This is an optimization exercise on Yosys and OpenROAD, whose aim is small area, not a production implementation.
The RTL was checked by simulation tests, not by an equivalence proof against the original design.
No activity file was given, so power comes from the tool's default toggle rates.

## v37
Design systolic_array, start of the top module:
module systolic_array #(
    parameter m = 8,
    parameter n = 8,
    parameter input_width = 8
)
(
    input clk, reset,
    input [0:m * input_width - 1] in_row,
    input [0:n * input_width - 1] in_col,
    output [0:m * n * 2 * input_width - 1] out
);
    wire [7:0] an [0:7][0:7];
    wire [7:0] bn [0:7][0:7];
    reg [7:0] ar [0:7][0:6];
    reg [7:0] br [0:6][0:7];
    reg [15:0] acc [0:7][0:7];
    wire reset_n;
    sa_inv u_rn (reset, reset_n);
    genvar i, j, k;
    generate
        for (i = 0; i < 8; i = i + 1) begin : g_in
            for (k = 0; k < 8; k = k + 1) begin : g_bit
                sa_inv u_a (in_row[8 * i + 7 - k], an[i][0][k]);
                sa_inv u_b (in_col[8 * i + 7 - k], bn[0][i][k]);
            end
        end
        for (i = 0; i < 8; i = i + 1) begin : g_row
            for (j = 0; j < 8; j = j + 1) begin : g_col
                wire [7:0] ain, bin;
                for (k = 0; k < 8; k = k + 1) begin : g_op
                    assign ain[k] = in_row[8 * i + 7 - k];
                    assign bin[k] = in_col[8 * j + 7 - k];
                end
                if (j == 7) begin : g_alast
                end else if (j >= 7 - i) begin : g_an
                    always @(posedge clk) ar[i][j] <= an[i][j];
                    assign an[i][j + 1] = ar[i][j];
                end else if (j == 0) begin : g_a0
                    wire [7:0] d;
                    for (k = 0; k < 8; k = k + 1) begin : g_d
                        sa_nand u (ain[k], reset_n, d[k]);
                    end
  ...
export LEC_CHECK = 0
export CAP_MARGIN = 5
export CORE_MARGIN = 2
export CORE_UTILIZATION = 70
export PLACE_DENSITY = 0.8
export SLEW_MARGIN = 5
export SYNTH_HIERARCHICAL = 1
export SYNTH_MINIMUM_KEEP_SIZE = 0
create_clock -name core_clock -period 6.0 [get_ports {clk}]
standard.sh (not shown) runs the stock make flow with config.mk's settings and CLKGATE_MAP_FILE= SYNTH_SCRIPT=/design/flow/synth_recipe.tcl, a recipe that flattens the netlist after the stock synthesis.
==> flow/flow/run.sh <==
#!/bin/bash
# The standard layout (standard.sh, unchanged synthesis), with the port
# buffers made as the smallest buffer cell rather than a delay buffer, and a
# clock tree of smaller buffers without dummy loads.
set -euo pipefail
export BUFFER_PORTS_ARGS="-buffer_cell sky130_fd_sc_hd__buf_1"
export GPL_KEEP_OVERFLOW=0
export CTS_ARGS="-sink_clustering_enable -repair_clock_nets -dont_use_dummy_load -sink_clustering_size 14 -sink_clustering_max_diameter 80 -buf_list {sky130_fd_sc_hd__clkbuf_4 sky130_fd_sc_hd__clkbuf_8}"
bash standard.sh > standard.log 2>&1
v37 completed; timing, DRC and antenna clean
Setup changes, v37 to v39
- CAP_MARGIN changed from 5 to 20
- SLEW_MARGIN changed from 5 to 20
- CORE_UTILIZATION changed from 70 to 65
- PLACE_DENSITY changed from 0.8 to 0.75
-- flow/flow/run.sh --
<<< v37, line 8
export CTS_ARGS="-sink_clustering_enable -repair_clock_nets -dont_use_dummy_load -sink_clustering_size 14 -sink_clustering_max_diameter 80 -buf_list {sky130_fd_sc_hd__clkbuf_4 sky130_fd_sc_hd__clkbuf_8}"
>>> v39, line 8
export CTS_ARGS="-sink_clustering_enable -repair_clock_nets -dont_use_dummy_load -sink_clustering_size 10 -sink_clustering_max_diameter 70 -buf_list {sky130_fd_sc_hd__clkbuf_4 sky130_fd_sc_hd__clkbuf_8}"
### Flow results
Per the final summary, v39 finished and its layout is clean on timing, DRC and antenna. Cmp v37 and v39 / die width / higher: v39. Summary of v39 over v37: count of clock buffers in the final design picked up an extra 56, fraction of the cycle the final worst path needs was more or less identical. Post-detailed-route via-to-cell ratio delta for v39 relative to v37: 2.0% lower. The effective utilization at floorplan number comes out lower for v39 vs v37.
What v3 does differently from v39 at the input level:
-- flow/flow/run.sh --
<<< v39, line 8
export CTS_ARGS="-sink_clustering_enable -repair_clock_nets -dont_use_dummy_load -sink_clustering_size 10 -sink_clustering_max_diameter 70 -buf_list {sky130_fd_sc_hd__clkbuf_4 sky130_fd_sc_hd__clkbuf_8}"
>>> v3, line 8
export CTS_ARGS="-sink_clustering_enable -repair_clock_nets -dont_use_dummy_load -sink_clustering_size 14 -sink_clustering_max_diameter 80 -buf_list {sky130_fd_sc_hd__clkbuf_4 sky130_fd_sc_hd__clkbuf_8}"
Findings:
The count of inserted tapcells was comparable across v3 and v39. Looking at v3 and v39, the total routing resource utilization after global routing is a wash. Relative to v39, the final cell area reported for v3 is lower.

* * *

## run 1
Another version of the RTL of systolic_array (not shown whole).
Size: about 1900 flip-flops, ~1200 I/O pins, roughly 0.16 mm2 of cells after synthesis.
==> flow/config.mk <==
export PLATFORM = sky130hd
export DESIGN_NAME = systolic_array
export DESIGN_NICKNAME = systolic_array
export VERILOG_FILES = /design/flow/design.v
export SDC_FILE = /design/flow/constraint.sdc
export NUM_CORES = 4
export LEC_CHECK = 0
export CAP_MARGIN = 20
export CORE_MARGIN = 2
export CORE_UTILIZATION = 65
export PLACE_DENSITY = 0.75
export SLEW_MARGIN = 20
export SYNTH_HIERARCHICAL = 1
export SYNTH_MINIMUM_KEEP_SIZE = 0
==> flow/constraint.sdc <==
create_clock -name core_clock -period 6.0 [get_ports {clk}]
set_input_delay 1.2000 -clock core_clock [delete_from_list [all_inputs] [get_ports {clk}]]
set_output_delay 1.2000 -clock core_clock [all_outputs]
set_load 0.01 [all_outputs]
==> flow/flow/run.sh <==
#!/bin/bash
# The standard layout (standard.sh, unchanged synthesis), with the port
# buffers made as the smallest buffer cell rather than a delay buffer, and a
# clock tree of smaller buffers without dummy loads.
set -euo pipefail
export BUFFER_PORTS_ARGS="-buffer_cell sky130_fd_sc_hd__buf_1"
export CTS_ARGS="-sink_clustering_enable -repair_clock_nets -dont_use_dummy_load -sink_clustering_size 10 -sink_clustering_max_diameter 70 -buf_list {sky130_fd_sc_hd__clkbuf_4 sky130_fd_sc_hd__clkbuf_8}"
bash standard.sh > standard.log 2>&1
What run 2 does differently from run 1 at the input level:
--- a/flow/flow/run.sh
+++ b/flow/flow/run.sh
@@ -6,0 +7 @@
+export GPL_KEEP_OVERFLOW=0
[summary]
- The startpoint of the worst setup timing path comes out ar[30][2] in one run and ar[32][0] in the other, namely in run 1 and run 2 respectively.
- Against run 1, power in run 2 came out better.
- Higher area growth from synthesis to layout goes to run 1 over run 2.
- In terms of inverter count of the layout excluding clock inverters, run 2 and run 1 differ only marginally.
- Clock insertion delay at the later pin of the skew report down 50 ps in run 2 wrt run 1
Input changes introduced in run 3 (baseline for comparison: run 2):
--- a/flow/flow/run.sh
+++ b/flow/flow/run.sh
@@ -8 +8 @@
-export CTS_ARGS="-sink_clustering_enable -repair_clock_nets -dont_use_dummy_load -sink_clustering_size 10 -sink_clustering_max_diameter 70 -buf_list {sky130_fd_sc_hd__clkbuf_4 sky130_fd_sc_hd__clkbuf_8}"
+export CTS_ARGS="-sink_clustering_enable -repair_clock_nets -dont_use_dummy_load -sink_clustering_size 14 -sink_clustering_max_diameter 80 -buf_list {sky130_fd_sc_hd__clkbuf_4 sky130_fd_sc_hd__clkbuf_8}"
==> comparison <==
Run 3 closes out successfully: all stages finished, all timing, DRC and antenna checks passed. Of run 2 and run 3, the higher violation count after the first detailed-routing iteration belongs to run 3. Changes observed in run 3 relative to run 2: cell area went down, part of the Yosys area used for sequential elements did not really move, total power went down, global-route usage over all layers did not really move. Layout overhead on the synthesized area down 0.49 points in run 3 wrt run 2. Run 3 ended with less final critical-path setup slack than run 2. From run 2 to run 3 the numbers moved as follows: power density over cell area moved down, met3 wirelength from detailed routing shows a reduction of about 2%, sequential fraction of design power now larger.

* * *

Setup of v6:
Another version of the RTL of systolic_array (not shown whole).
Size in the first run: about 1200 I/O pins, ~0.16 sq mm of cells after synthesis.
clock: 6.0 ns
lec_check: 0
cap_margin: 20
core_margin: 2
core_utilization: 40
place_density: 0.6
slew_margin: 20
synth_hierarchical: 1
synth_minimum_keep_size: 0
==> flow/flow/run.sh <==
#!/bin/bash
# The standard layout (standard.sh, unchanged synthesis), with the port
# buffers made as the smallest buffer cell rather than a delay buffer.
set -euo pipefail
export BUFFER_PORTS_ARGS="-buffer_cell sky130_fd_sc_hd__buf_1"
bash standard.sh > standard.log 2>&1
The final layout from v6, which completed every stage, passed the timing, design-rule and antenna checks at the end of the flow.
Modified inputs, v7 compared to v6
==> flow/flow/run.sh <==
#!/bin/bash
# The standard layout (standard.sh, unchanged synthesis), with the port
# buffers made as the smallest buffer cell rather than a delay buffer, and a
# clock tree of smaller buffers without dummy loads.
set -euo pipefail
export BUFFER_PORTS_ARGS="-buffer_cell sky130_fd_sc_hd__buf_1"
export CTS_ARGS="-sink_clustering_enable -repair_clock_nets -dont_use_dummy_load -buf_list {sky130_fd_sc_hd__clkbuf_4 sky130_fd_sc_hd__clkbuf_8}"
bash standard.sh > standard.log 2>&1
## What came out
Proportion of layout cells with a drive suffix above 1 (higher): v6. The first-pass GRT wire length on v7 is in line with that on v6. Sort v7 and v6 by final instance area, ascending, and v7 comes first. The final layouts of v7 and v6 pass the timing, design-rule and antenna checks. v6 → v7: core utilization fell 0.79 points, number of standard cells in the layout, taps in and fillers out closely matched the old numbers.

-- static timing again, ports no longer ideal --
In the flow no input, the clock included, has a driving cell. The finished layouts below were timed again as built, in two steps. Step 1: set_driving_cell puts a clkbuf_16 on clk and a buf_2 on each other input, an assumption about the parent block. Step 2 adds t to the input delays and takes it off the output delays; t is the mean of the earliest and latest rising clock arrival at the registers after step 1. Input paths then give back, and output paths get back, about the clock's delay inside the block. Three values: ideal, step 1, step 2; two values: the first two.
| run | shift t [ns] | slack for setup (ns) | latest minus earliest clock arrival (ns) |
|---|---|---|---|
| v37 | 1.086 | 0.130 / 0.130 / -0.647 | 0.100 / 0.099 |
| v39 | 1.051 | 0.133 / 0.133 / -0.445 | 0.164 / 0.164 |
| v3 | 1.077 | 0.135 / 0.135 / -0.396 | 0.149 / 0.149 |
| run 1 | 1.125 | 0.150 / 0.150 / -0.197 | 0.092 / 0.092 |
| run 2 | 1.068 | 0.170 / 0.170 / -0.425 | 0.131 / 0.131 |
| run 3 | 1.065 | 0.125 / 0.125 / -0.422 | 0.133 / 0.133 |
| v6 | 1.040 | 0.228 / 0.228 / -0.011 | 0.133 / 0.133 |
| v7 | 1.155 | 0.274 / 0.274 / 0.003 | 0.144 / 0.143 |
With both steps, setup timing fails in 7 of these runs, where it was met with ideal ports. The setup slack of v37, which loses most, moves by 0.000 ns with the drivers and by -0.777 ns with both steps.
